What follows belongs to an exercise in optimizing a design on an open flow for small area; a production flow would make more cautious choices. No functional check of the RTL was part of any run shown here.

==> flow/design.v, too long to show whole: its modules and the start of the top module <==
// module fft_8point: 2913 lines
// module fa: 4 lines
// module ha: 4 lines
module fft_8point(
    input clk,
    input rst,
    input  signed [15:0] x_real_0, input signed [15:0] x_imag_0,
    input  signed [15:0] x_real_1, input signed [15:0] x_imag_1,
    input  signed [15:0] x_real_2, input signed [15:0] x_imag_2,
    input  signed [15:0] x_real_3, input signed [15:0] x_imag_3,
    input  signed [15:0] x_real_4, input signed [15:0] x_imag_4,
    input  signed [15:0] x_real_5, input signed [15:0] x_imag_5,
    input  signed [15:0] x_real_6, input signed [15:0] x_imag_6,
    input  signed [15:0] x_real_7, input signed [15:0] x_imag_7,
    output signed [15:0] X_real_0, output signed [15:0] X_imag_0,
    output signed [15:0] X_real_1, output signed [15:0] X_imag_1,
    output signed [15:0] X_real_2, output signed [15:0] X_imag_2,
    output signed [15:0] X_real_3, output signed [15:0] X_imag_3,
    output signed [15:0] X_real_4, output signed [15:0] X_imag_4,
    output signed [15:0] X_real_5, output signed [15:0] X_imag_5,
    output signed [15:0] X_real_6, output signed [15:0] X_imag_6,
    output signed [15:0] X_real_7, output signed [15:0] X_imag_7
);
  // ...
==> flow/run.sh <==
#!/bin/bash
# synth_recipe.tcl (not shown) runs the flow's synth.tcl, then flattens the netlist and writes it again
# the make line also repeats each setting of config.mk as NAME=value (left out here)
make -C /OpenROAD-flow-scripts/flow DESIGN_CONFIG=/design/flow/config.mk WORK_HOME=/design/flow/orfs CLKGATE_MAP_FILE= SYNTH_SCRIPT=/design/flow/synth_recipe.tcl finish
==> flow/config.mk <==
export PLATFORM = sky130hd
export DESIGN_NAME = fft_8point
export DESIGN_NICKNAME = fft_8point
export VERILOG_FILES = /design/flow/design.v
export SDC_FILE = /design/flow/constraint.sdc
export NUM_CORES = 4
export LEC_CHECK = 0
export CAP_MARGIN = 20
export CORE_MARGIN = 2
export CORE_UTILIZATION = 40
export SLEW_MARGIN = 20
export SYNTH_HIERARCHICAL = 1
export SYNTH_MINIMUM_KEEP_SIZE = 0
==> flow/constraint.sdc <==
create_clock -name core_clock -period 10.0 [get_ports {clk}]
set_input_delay 2.0000 -clock core_clock [delete_from_list [all_inputs] [get_ports {clk}]]
set_output_delay 2.0000 -clock core_clock [all_outputs]
set_load 0.01 [all_outputs]
==> flow_summary.yaml, run 1 <==
final_layout:
  clk_share_pct: 5.55
  top_regs: "r2_sd1 (33), r2_sd3 (33)"
  diodes: 5
  final_net_count: 4376
  syn2layout_area_growth_pct: 18.7
  clock_buffer_count: 120
  inverters: 443
  mostFrequentLayoutCell: "fa_1"
  register_area_mm2: 0.0188
  sh_seq_area_pct: 35.7
synth:
  seq_area_frac_synth_pct: 42.4
  synth_ff_type: "dfrtp_1"
  syn_area_per_cell_um2: 16.3
  ys_ff_latch: 753
  synth_area_leader_cell: "fa_1"
  synthAdderAreaFrac_pct: 45.6
  syn_inst: 2730
worst_setup_path:
  cp_max_fo: 4
  cp.required_ns: 10.52
  critPathCaptureType: "flop"
  worst-path-buf-inv: 0
  cp-startpoint: "r2_sd3[2]$_DFF_PP0_"
  critPathTopFamily: "adder cells"
sta:
  tightestPinTransition_ns: 1.27
  hold_viol: 0
  rsz0062_at_grt: "yes"
  fin_crit_ns: 9.82
route:
  wirelength_um: 111000
  drt-met1-wl_um: 43600
status:
  status: "no timing/DRC/antenna violations"
clock_network:
  clk_root_buffer_cell: "clkbuf_16"
  cts_resized: 3
  numCtsBuffers: 84
hold_path:
  hold_depth: 0
global_routing:
  grt_max_degree: 144
==> run 2, diff against run 1 <==
--- a/flow/config.mk
+++ b/flow/config.mk
@@ -6,7 +6,8 @@
 export NUM_CORES = 4
 export LEC_CHECK = 0
+export ABC_AREA = 1
 export CAP_MARGIN = 20
 export CORE_MARGIN = 2
-export CORE_UTILIZATION = 40
+export CORE_UTILIZATION = 65
 export SLEW_MARGIN = 20
 export SYNTH_HIERARCHICAL = 1
==> run 2 against run 1 <==
Still clean. Critical path depth is 9 lower. Register-to-register slack better by 0.09 ns. Hold slack hardly changed. Via count is 3.6% higher. Count of clock-buffer cells in the layout is 19 lower. Worst setup slack worse by 0.071 ns. Synthesized cell count rose by 5.0%. Global-route usage is 10 points higher. Die area fell by 38%. Routed wire length decreased by 9.0%. Critical path type is now flop to primary output.
==> flow_summary.yaml, run 2 <==
worst_setup_path:
  reg2reg_to: "r3_u1i[15]$_DFF_PP0_"
  r2r_slack_ns: 0.27
  cp_max_fo: 3
  r2r_start: "r2_sd1[18]$_DFF_PP0_"
  worstPathArrival_ns: 7.89
  critPathKind: "flop to primary output"
  cp.required_ns: 8.00
  start_kind: "flop"
  critPathCaptureType: "primary output"
  cp-startpoint: "r3_46r[0]$_DFF_PP0_"
  rr_worst_depth: 24
sta:
  finClkSkew_ns: 0.0243
  clock.fmax_mhz: 101
  fin_crit_ns: 9.89
  whs_ns: 0.337
  slew_violations: 0
  setup_viol: 0
  slew_headroom_pct: 34.6
  period_share_pct: 98.9
  hold_viol: 0
  setup_tns_ns: 0
  tightestPinTransition_ns: 0.982
clock_network:
  cts-htree-levels: 3
  cts_resized: 1
  clk_root_buffer_cell: "clkbuf_16"
  cts_setup_buffers: 0
  numCtsBuffers: 78
  cts_hold_buffers: 0
  clockBufferDepth: 3
  clock_latency_ns: 0.63
  cts_tree: "built"
  cts.sinks: 753
  path_clk_slew_ns: 0.06
global_routing:
  grt_overflow: 0
  met2_usage_pct: 54.2
  use_met1_pct: 39.1
  first_global_vias: 26200
  grt_pass1_wl_um: 155000
  grt_max_degree: 177
  track_usage_pct: 30.9
  antenna_found_initial: 10
  gr-usage-met3_pct: 4.97
  grt-busiest-layer: "met2"
die:
  rows: 96
  dieArea_mm2: 0.0709
  start_util_pct: 65.5
  fp.dieH_um: 266
  coreArea_mm2: 0.0683
  die_x_um: 266
  io_pins: 514
final_layout:
  syn2layout_area_growth_pct: 15.9
  top_regs: "r2_sd1 (33), r2_sd3 (33)"
  mostFrequentLayoutCell: "fa_1"
  final.fill_count: 4124
  drive_gt1_share_pct: 5.09
  layout_common_cells: "fa_1 (961), dfrtp_1 (751), clkdlybuf4s50_1 (509)"
  final_net_count: 4490
synth:
  syn_nets: 4150
  yosysTopAreaCellShare_pct: 43.8
  async_reset_ff_share_pct: 100
  synth_edf_count: 0
  yosysUniqueCellTypes: 32
  synthTopCellsByArea: "fa_1 (44%), dfrtp_1 (42%), buf_4 (4.3%)"
  yosys.cell_count.top_type: "fa_1"
  synth_commonest_cells: "fa_1 (978), dfrtp_1 (753), inv_1 (507), buf_4 (256), nand2_1 (121)"
  synth_area_leader_cell: "fa_1"
  syn_inst: 2866
  yosysWarnings: 7
  syn_area_per_cell_um2: 15.6
  netlist_area_mm2: 0.0447
  synth_ff_type: "dfrtp_1"
  ys_ff_latch: 753
  seq_area_frac_synth_pct: 42.1
placement:
  io_buffer_count: 513
  post-dp-hpwl_um: 86200
  place_congestion: 0.908
hold_path:
  hold_depth: 0
  worstHoldEndpoint: "r3_46r[8]$_DFF_PP0_"
  hold_path_class: "flop to flop"
  hp-start: "r2_46r[8]$_DFF_PP0_"
route:
  viasPerCell: 5.16
  drc: 0
  wire_per_inst_um: 24.3
  dr.pass1.iters: 5
  wirelength_um: 101000
  ant_nets: 0
  num_vias: 21400
  drt-initial-drc-count: 1358
run:
  drv_cap: 0
status:
  status: "no timing/DRC/antenna violations"
## run 2: cell count changes after synthesis, moves of 7 or more
cell      change
nand2_1     +101
xor2_1       -32
o21ai_0       +7
nand3_1      +11
nand2b_1     -12
inv_1        +64
## run 2: layer usage
layer,up-vias,wire length [um]
met1,11900,36300
met5,-,32
met3,179,4870
met2,543,55000
met4,6,4510
li1,8799,-
## run 2: per-module statistics from Yosys, one instance, submodules excluded
module | cells | flip-flops and latches | cell area (um2) | times used
fa | 1 | 0 | 20.0 | 978
ha | 1 | 0 | 12.5 | 37
fft_8point | 1851 | 753 | 24700 | 1
## run 2: through the flow
step	area, um2	instances	utilization [%]	worst slack, ns
after floorplan	44700	2866	-	-2.32
after global routing	51800	4146	75.8	-0.0766
after global placement	49100	4008	71.9	0.375
final	51800	4148	75.8	0.114
after CTS	51800	4144	75.7	0.000334
after detailed placement	49100	4008	71.9	0.0762
## run 2: how the worst max path moves through the flow
stage	endpoint
2_1_floorplan	r1i0[0]$_DFF_PP0_
6_report	X_real_1[15]
3_3_place_gp	r3_u3r[15]$_DFF_PP0_
3_5_place_dp	r3_u3r[15]$_DFF_PP0_
4_1_cts	X_imag_7[15]
5_1_grt	X_real_1[15]
## run 2: area by class of cell
cell class	count	area (um2)	share of cell area (%)
Tap cell	882	1100	2.13
Multi-Input combinational cell	1346	22100	42.6
Antenna cell	4	10.0	0.0193
Clock inverter	35	489	0.944
Inverter	507	1910	3.68
Timing Repair Buffer	520	5240	10.1
Sequential cell	753	18800	36.4
Clock buffer	101	2140	4.13
## run 2: cell families after synthesis
| family | Yosys count | share of synthesized area [%] |
|---|---|---|
| xor gates and xnor gates | 82 | 1.62 |
| DFF | 753 | 42.1 |
| adders and majority gates | 1026 | 45.1 |
| AOI/OAI and AO/OA | 36 | 0.448 |
| and+or+nand+nor | 202 | 2.08 |
| buffers and inverters | 767 | 8.62 |
## run 2: critical path, stage by stage, from the launching register on
cell,delay (ns)
dfrtp_1,0.42
ha_1,0.22
fa_1,0.40
fa_1,0.39
fa_1,0.39
fa_1,0.39
fa_1,0.42
fa_1,0.49
fa_1,0.44
fa_1,0.43
fa_1,0.40
fa_1,0.42
fa_1,0.40
fa_1,0.40
fa_1,0.41
fa_1,0.39
xnor2_1,0.26
clkdlybuf4s50_1,0.59

## separate check: timing with driven ports
The results above use ideal ports. As a check the final layouts listed here were re-extracted and re-timed, cells and wires unchanged.
Step 1 (the two cells are an assumption about what drives the block):
set clk [get_ports {clk}]
set_driving_cell -lib_cell sky130_fd_sc_hd__clkbuf_16 $clk
set_driving_cell -lib_cell sky130_fd_sc_hd__buf_2 [delete_from_list [all_inputs] $clk]
Step 2, shift: input delay + t, output delay - t, t = (earliest + latest rising clock arrival at the registers) / 2. This alone moves slack from input paths to output paths.
Three values: ideal ports, drivers, drivers and shift; two values: the first two.
run | t (ns) | setup slack, ns | hold slack, ns | worst setup path at the end | slew at the worst register clock pin (ns)
run 1 | 0.710 | 0.185 / 0.157 / 0.185 | 0.337 / 0.337 / 0.337 | register to register | 0.06 / 0.06
run 2 | 0.682 | 0.114 / 0.048 / 0.266 | 0.337 / 0.337 / 0.337 | register to register | 0.07 / 0.07
After both steps every run listed still meets setup and hold.
